Context: an optimization exercise on an open-source flow, tuned for small area, a short achievable clock period and few clock cycles. The choices shown serve that exercise and are no tape-out recipe. Function was checked by simulation only, so behaviour that the tests miss may differ from the original. Power figures rest on the tool's default switching activity, not on a simulated workload.

// SM_TOP
module SM_TOP (
    input         i_CLK,
    input         i_RSTn,
    input         i_WE,
    input  [6:0]  i_ADDRESS,
    input  [20:0] i_DATA,
    output        o_RDY,
    output        o_ERROR,
    output [15:0] o_RESULT
);
  wire [62:0] code_wsel;
  wire [5:0]  code_raddr;
  wire [19:0] code_wdata, code_rdata, code_word0, code_word1;
  wire [63:1] data_wsel;
  wire [5:0]  data_raddr0, data_raddr1;
  wire [15:0] data_wdata, data_rdata0, data_rdata1;
  SM_CORE CORE (
    .i_RSTn(i_RSTn), .i_CLK(i_CLK), .i_WE(i_WE), .i_ADDRESS(i_ADDRESS), .i_DATA(i_DATA),
    .o_RDY(o_RDY), .o_ERROR(o_ERROR), .o_RESULT(o_RESULT),
    .o_CODE_WSEL(code_wsel), .o_CODE_WDATA(code_wdata),
    .o_CODE_RADDR(code_raddr), .i_CODE_RDATA(code_rdata), .i_CODE_WORD0(code_word0), .i_CODE_WORD1(code_word1),
    .o_DATA_WSEL(data_wsel), .o_DATA_WDATA(data_wdata),
    .o_DATA_RADDR0(data_raddr0), .o_DATA_RADDR1(data_raddr1),
    .i_DATA_RDATA0(data_rdata0), .i_DATA_RDATA1(data_rdata1)
  );
  SM_CODE_RAM CODE_RAM (
    .i_RSTn(i_RSTn), .i_CLK(i_CLK), .i_WSEL(code_wsel), .i_WDATA(code_wdata),
    .i_RADDR(code_raddr), .o_RDATA(code_rdata), .o_WORD0(code_word0), .o_WORD1(code_word1)
  );
  SM_DATA_RAM DATA_RAM (
    .i_RSTn(i_RSTn), .i_CLK(i_CLK), .i_WSEL(data_wsel), .i_WDATA(data_wdata),
    .i_RADDR0(data_raddr0), .o_RDATA0(data_rdata0), .i_RADDR1(data_raddr1), .o_RDATA1(data_rdata1)
  );
endmodule
Size in the first run: ~7000 cells after synthesis, roughly 2700 flip-flops, about 49 I/O pins.
==> flow/config.mk <==
export PLATFORM = sky130hd
export DESIGN_NAME = SM_TOP
export DESIGN_NICKNAME = SM_TOP
export VERILOG_FILES = /design/flow/design.v
export SDC_FILE = /design/flow/constraint.sdc
export NUM_CORES = 4
export LEC_CHECK = 0
export CAP_MARGIN = 20
export CORE_MARGIN = 2
export CORE_UTILIZATION = 60
export CTS_CLUSTER_DIAMETER = 80
export CTS_CLUSTER_SIZE = 30
export PLACE_DENSITY = 0.68
export SLEW_MARGIN = 20
==> flow/constraint.sdc <==
create_clock -name core_clock -period 10.0 [get_ports {i_CLK}]
set_input_delay 2.0000 -clock core_clock [delete_from_list [all_inputs] [get_ports {i_CLK}]]
set_output_delay 2.0000 -clock core_clock [all_outputs]
set_load 0.01 [all_outputs]
standard.sh (not shown) runs the stock make flow with config.mk's settings and CLKGATE_MAP_FILE= SYNTH_SCRIPT=/design/flow/synth_recipe.tcl, a recipe that flattens the netlist after the stock synthesis.
==> flow/flow/run.sh <==
#!/bin/bash
export SETUP_SLACK_MARGIN=6.5
bash standard.sh > standard.log 2>&1
Testbench counts at the start, summed over its fixed seeds: cycles 27,024.
Next try:
--- a/flow/design.v
+++ b/flow/design.v
@@ -445,38 +445,34 @@
   SM_MUL MUL (.i_X(x), .i_Y(y), .o_P0(p0), .o_P1(p1), .o_P2(p2));
   wire x_as = xlive & xalu & ~xmul;
   wire [31:0] q0  = m_p0 ^ m_p1 ^ m_p2;
   wire [31:0] q1  = {(m_p0[30:0] & m_p1[30:0]) | (m_p0[30:0] & m_p2[30:0]) | (m_p1[30:0] & m_p2[30:0]), 1'b0};
   wire [15:0] plo = q0[15:0] + q1[15:0];
   wire        c15 = plo[15] ^ q0[15] ^ q1[15];
   wire [16:0] ha = q0[31:15], hb = q1[31:15];
   wire [16:0] zc = (ha ^ hb) ^ {ha[15:0] | hb[15:0], c15};
   wire [16:0] oc = ~(ha ^ hb) ^ {ha[15:0] & hb[15:0], c15};
   wire        mul_ok = ~(|zc) | ~(|oc);
   assign acc_n = x_as ? (xadd ? sum[15:0] : diff[15:0]) : m_v ? plo : acc;
-  wire ovf_n = we_r ? 1'b0 : ov_v ? (ovf | as_ovf | ~mul_ok) : ovf;
-  reg  [15:0] res_q;
-  reg         err_q;
-  always @(posedge i_CLK) begin
-    res_q <= acc_n;
-    err_q <= ovf_n;
-  end
   always @(posedge i_CLK, negedge i_RSTn) begin
     if (!i_RSTn) begin
       acc  <= 16'd0;
       ovf  <= 1'b0;
       ov_v <= 1'b0;
       m_v  <= 1'b0;
     end else begin
       acc <= acc_n;
-      ovf <= ovf_n;
+      if (we_r)
+        ovf <= 1'b0;
+      else if (ov_v)
+        ovf <= ovf | as_ovf | ~mul_ok;
       ov_v <= xlive & xalu;
       m_v  <= xlive & xmul;
     end
   end
   always @(posedge i_CLK) begin
     m_p0   <= p0;
     m_p1   <= p1;
     m_p2   <= p2;
     as_ovf <= (sum[16] != sum[15]) | (diff[16] != diff[15]);
     m_wen  <= xwen;
     m_c    <= xc;
@@ -499,24 +495,24 @@
     else if (!(ldw && ad_r[5:0] != wc))
       wv <= 1'b0;
   end
   always @(posedge i_CLK)
     if (w_new) begin
       wc   <= w_mul ? m_c : xc;
       w_hi <= 8'd1 << (w_mul ? m_c[5:3] : xc[5:3]);
       w_lo <= 8'd1 << (w_mul ? m_c[2:0] : xc[2:0]);
       wd   <= w_mul ? plo : acc_n;
     end
   assign o_RDY    = rdy;
-  assign o_ERROR  = err_q;
-  assign o_RESULT = res_q;
+  assign o_ERROR  = ovf;
+  assign o_RESULT = acc;
 endmodule
 module SM_TOP (
     input         i_CLK,
     input         i_RSTn,
     input         i_WE,
     input  [6:0]  i_ADDRESS,
     input  [20:0] i_DATA,
     output        o_RDY,
     output        o_ERROR,
     output [15:0] o_RESULT
 );
Result: Setup slack improves by 65 ps; register-to-register slack improves by 110 ps; worst hold slack improves by 9.7 ps; cell count is about the same; final area is about the same.
Testbench counts after the change, summed over its fixed seeds: cycles 27,024.

---

Setup of try-zinc:
SM_TOP, a different RTL version from the one above (not shown whole).
Size: ~7000 cells after synthesis, ~2700 flip-flops, about 49 I/O pins.
export LEC_CHECK = 0
export CAP_MARGIN = 20
export CORE_MARGIN = 2
export CORE_UTILIZATION = 60
export CTS_CLUSTER_DIAMETER = 80
export CTS_CLUSTER_SIZE = 30
export PLACE_DENSITY = 0.68
export SLEW_MARGIN = 20
create_clock -name core_clock -period 10.0 [get_ports {i_CLK}]
==> flow/flow/run.sh <==
#!/bin/bash
export SETUP_SLACK_MARGIN=6.8
export CTS_ARGS="-sink_clustering_enable -repair_clock_nets -sink_clustering_size 30 -sink_clustering_max_diameter 80 -dont_use_dummy_load"
bash standard.sh > standard.log 2>&1
Testbench counts of try-zinc, summed over its fixed seeds: cycles 26,698.
Input changes introduced in try-lagoon (baseline for comparison: try-zinc):
-- flow/design.v --
<<< try-zinc, line 380
  reg  [15:0] wd;
  reg  [7:0]  w_hi, w_lo;      
  reg         x2w;
  reg  [15:0] x2d;             
  wire        cyc1  = we_r & ~i_WE;        
  wire        r_act = run_r | cyc1;
>>> try-lagoon, line 380
  reg  [15:0] wd;
  reg  [7:0]  w_hi, w_lo;      
  wire        cyc1  = we_r & ~i_WE;        
  wire        r_act = run_r | cyc1;
<<< try-zinc, line 390
  wire        r_end = (rcls == 2'b00) & ra[0];
  wire        r_free = (rcls == 2'b00) | (ra != 6'd0 && rb != 6'd0);
  wire        r_rdc  = (rcls != 2'b00) & (ra == m_c || rb == m_c);
  wire        stall  = (xlive & xmul & ~r_free) | (m_v & m_wen & r_rdc);
  wire        issue = r_act & ~stall & ~r_end;
  wire        issue_run = run_r & ~stall & ~r_end;    
>>> try-lagoon, line 388
  wire        r_end = (rcls == 2'b00) & ra[0];
  wire        r_free = (rcls == 2'b00) | (ra != 6'd0 && rb != 6'd0);
  wire        r_wq   = (rc != 6'd0) & (rcls != 2'b11);
  wire        r_rdc  = (rcls != 2'b00) & (ra == m_c || rb == m_c);
  wire        stall  = (xlive & xmul & (~r_free | (xwen & r_wq))) | (m_v & m_wen & r_rdc);
  wire        issue = r_act & ~stall & ~r_end;
  wire        issue_run = run_r & ~stall & ~r_end;    
<<< try-zinc, line 397
  assign o_DATA_RADDR0 = ra;
  assign o_DATA_RADDR1 = rb;
  wire [15:0] op_a = (ldw && ad_r[5:0] == ra) ? dt_r[15:0] : (x2w && !m_v && m_c == ra) ? x2d :
                     (wv && wc == ra) ? wd : i_DATA_RDATA0;
  wire [15:0] op_b = (ldw && ad_r[5:0] == rb) ? dt_r[15:0] : (x2w && !m_v && m_c == rb) ? x2d :
                     (wv && wc == rb) ? wd : i_DATA_RDATA1;
  wire [19:0] fetched = {i_CODE_RDATA[19:13], i_CODE_RDATA[12] | (pc == 6'd63), i_CODE_RDATA[11:0]};
  wire [19:0] word0_n = (cw && ad_r[5:0] == 6'd0) ? enc_r : i_CODE_WORD0;
>>> try-lagoon, line 396
  assign o_DATA_RADDR0 = ra;
  assign o_DATA_RADDR1 = rb;
  wire [15:0] op_a = (ldw && ad_r[5:0] == ra) ? dt_r[15:0] : (wv && wc == ra) ? wd : i_DATA_RDATA0;
  wire [15:0] op_b = (ldw && ad_r[5:0] == rb) ? dt_r[15:0] : (wv && wc == rb) ? wd : i_DATA_RDATA1;
  wire [19:0] fetched = {i_CODE_RDATA[19:13], i_CODE_RDATA[12] | (pc == 6'd63), i_CODE_RDATA[11:0]};
  wire [19:0] word0_n = (cw && ad_r[5:0] == 6'd0) ? enc_r : i_CODE_WORD0;
<<< try-zinc, line 424
      rdy   <= 1'b0;
      xlive <= 1'b0;
      x2w   <= 1'b0;
    end else begin
      x2w   <= xlive & xwen;
      run_r <= r_act & ~r_end;
      fin   <= r_act & r_end & xlive & xalu;
>>> try-lagoon, line 421
      rdy   <= 1'b0;
      xlive <= 1'b0;
    end else begin
      run_r <= r_act & ~r_end;
      fin   <= r_act & r_end & xlive & xalu;
<<< try-zinc, line 486
    m_wen  <= xwen;
    m_c    <= xc;
    x2d    <= acc_n;
  end
  wire        w_new = x2w;
  wire        w_com = wv & ~ldw;
  wire [7:0]  w_hc  = w_hi & {8{w_com}};
>>> try-lagoon, line 481
    m_wen  <= xwen;
    m_c    <= xc;
  end
  wire        w_mul = m_v & m_wen;
  wire        w_new = (xlive & ~xmul & xwen) | w_mul;
  wire        w_com = wv & ~ldw;
  wire [7:0]  w_hc  = w_hi & {8{w_com}};
<<< try-zinc, line 507
  always @(posedge i_CLK)
    if (w_new) begin
      wc   <= m_c;
      w_hi <= 8'd1 << m_c[5:3];
      w_lo <= 8'd1 << m_c[2:0];
      wd   <= m_v ? plo : x2d;
    end
  assign o_RDY    = rdy;
>>> try-lagoon, line 502
  always @(posedge i_CLK)
    if (w_new) begin
      wc   <= w_mul ? m_c : xc;
      w_hi <= 8'd1 << (w_mul ? m_c[5:3] : xc[5:3]);
      w_lo <= 8'd1 << (w_mul ? m_c[2:0] : xc[2:0]);
      wd   <= w_mul ? plo : acc_n;
    end
  assign o_RDY    = rdy;
==> results.txt <==
Going from try-zinc to try-lagoon, clock latency on the worst-skew pair rose 20 ps, non-clock buffer count now larger.
The busiest metal layer after global routing comes out met1 in one run and met2 in the other, namely in try-lagoon and try-zinc respectively.
[compare] base=try-zinc new=try-lagoon: proportion of total power due to net switching shows an increase of 1.5 points, floorplan die area flat, power consumed by the clock network higher, ratio of final minimum period to clock period down 0.39 points.
Wire length per cell after detailed routing was higher in the run labelled try-lagoon.
~same register clock-pin slew on the reported worst setup and hold paths in try-lagoon and try-zinc
Diff try-zinc -> try-lagoon: synthesized area essentially unchanged, number of buffers inserted during clock tree synthesis increased 0.75%.
On count of clock-buffer cells in the layout: try-lagoon sits above try-zinc.
try-lagoon ended up with a higher first-iteration DRC count than try-zinc did.
Testbench counts of try-lagoon, summed over its fixed seeds: cycles 27,024.

==> separate check: timing with driven ports <==
No port has a modelled driver above. Below, the same layouts with a new extraction and two added sets of constraints. Step 1 assumes that a clkbuf_16 drives the clock port and a buf_2 every other input. Step 2 adds t to the input delays and takes it off the output delays; t is the mean of the earliest and latest rising clock arrival at the registers after step 1. Input paths then give back, and output paths get back, about the clock's delay inside the block. Three values: ideal ports, drivers, drivers and shift; two values: the first two.
| run | t (ns) | setup slack, ns | hold slack, ns |
|---|---|---|---|
| the first run of note 1 | 0.930 | 6.383 / 6.383 / 5.613 | 0.351 / 0.351 / 0.351 |
| the second run of note 1 | 0.917 | 6.449 / 6.420 / 5.530 | 0.361 / 0.361 / 0.361 |
| try-zinc | 0.903 | 6.573 / 6.480 / 5.874 | 0.332 / 0.332 / 0.332 |
| try-lagoon | 0.922 | 6.612 / 6.508 / 5.854 | 0.356 / 0.356 / 0.356 |
After both steps every run listed still meets setup and hold. For the second run of note 1, which loses most, drivers alone change the setup slack by -0.029 ns; drivers and shift together by -0.919 ns.
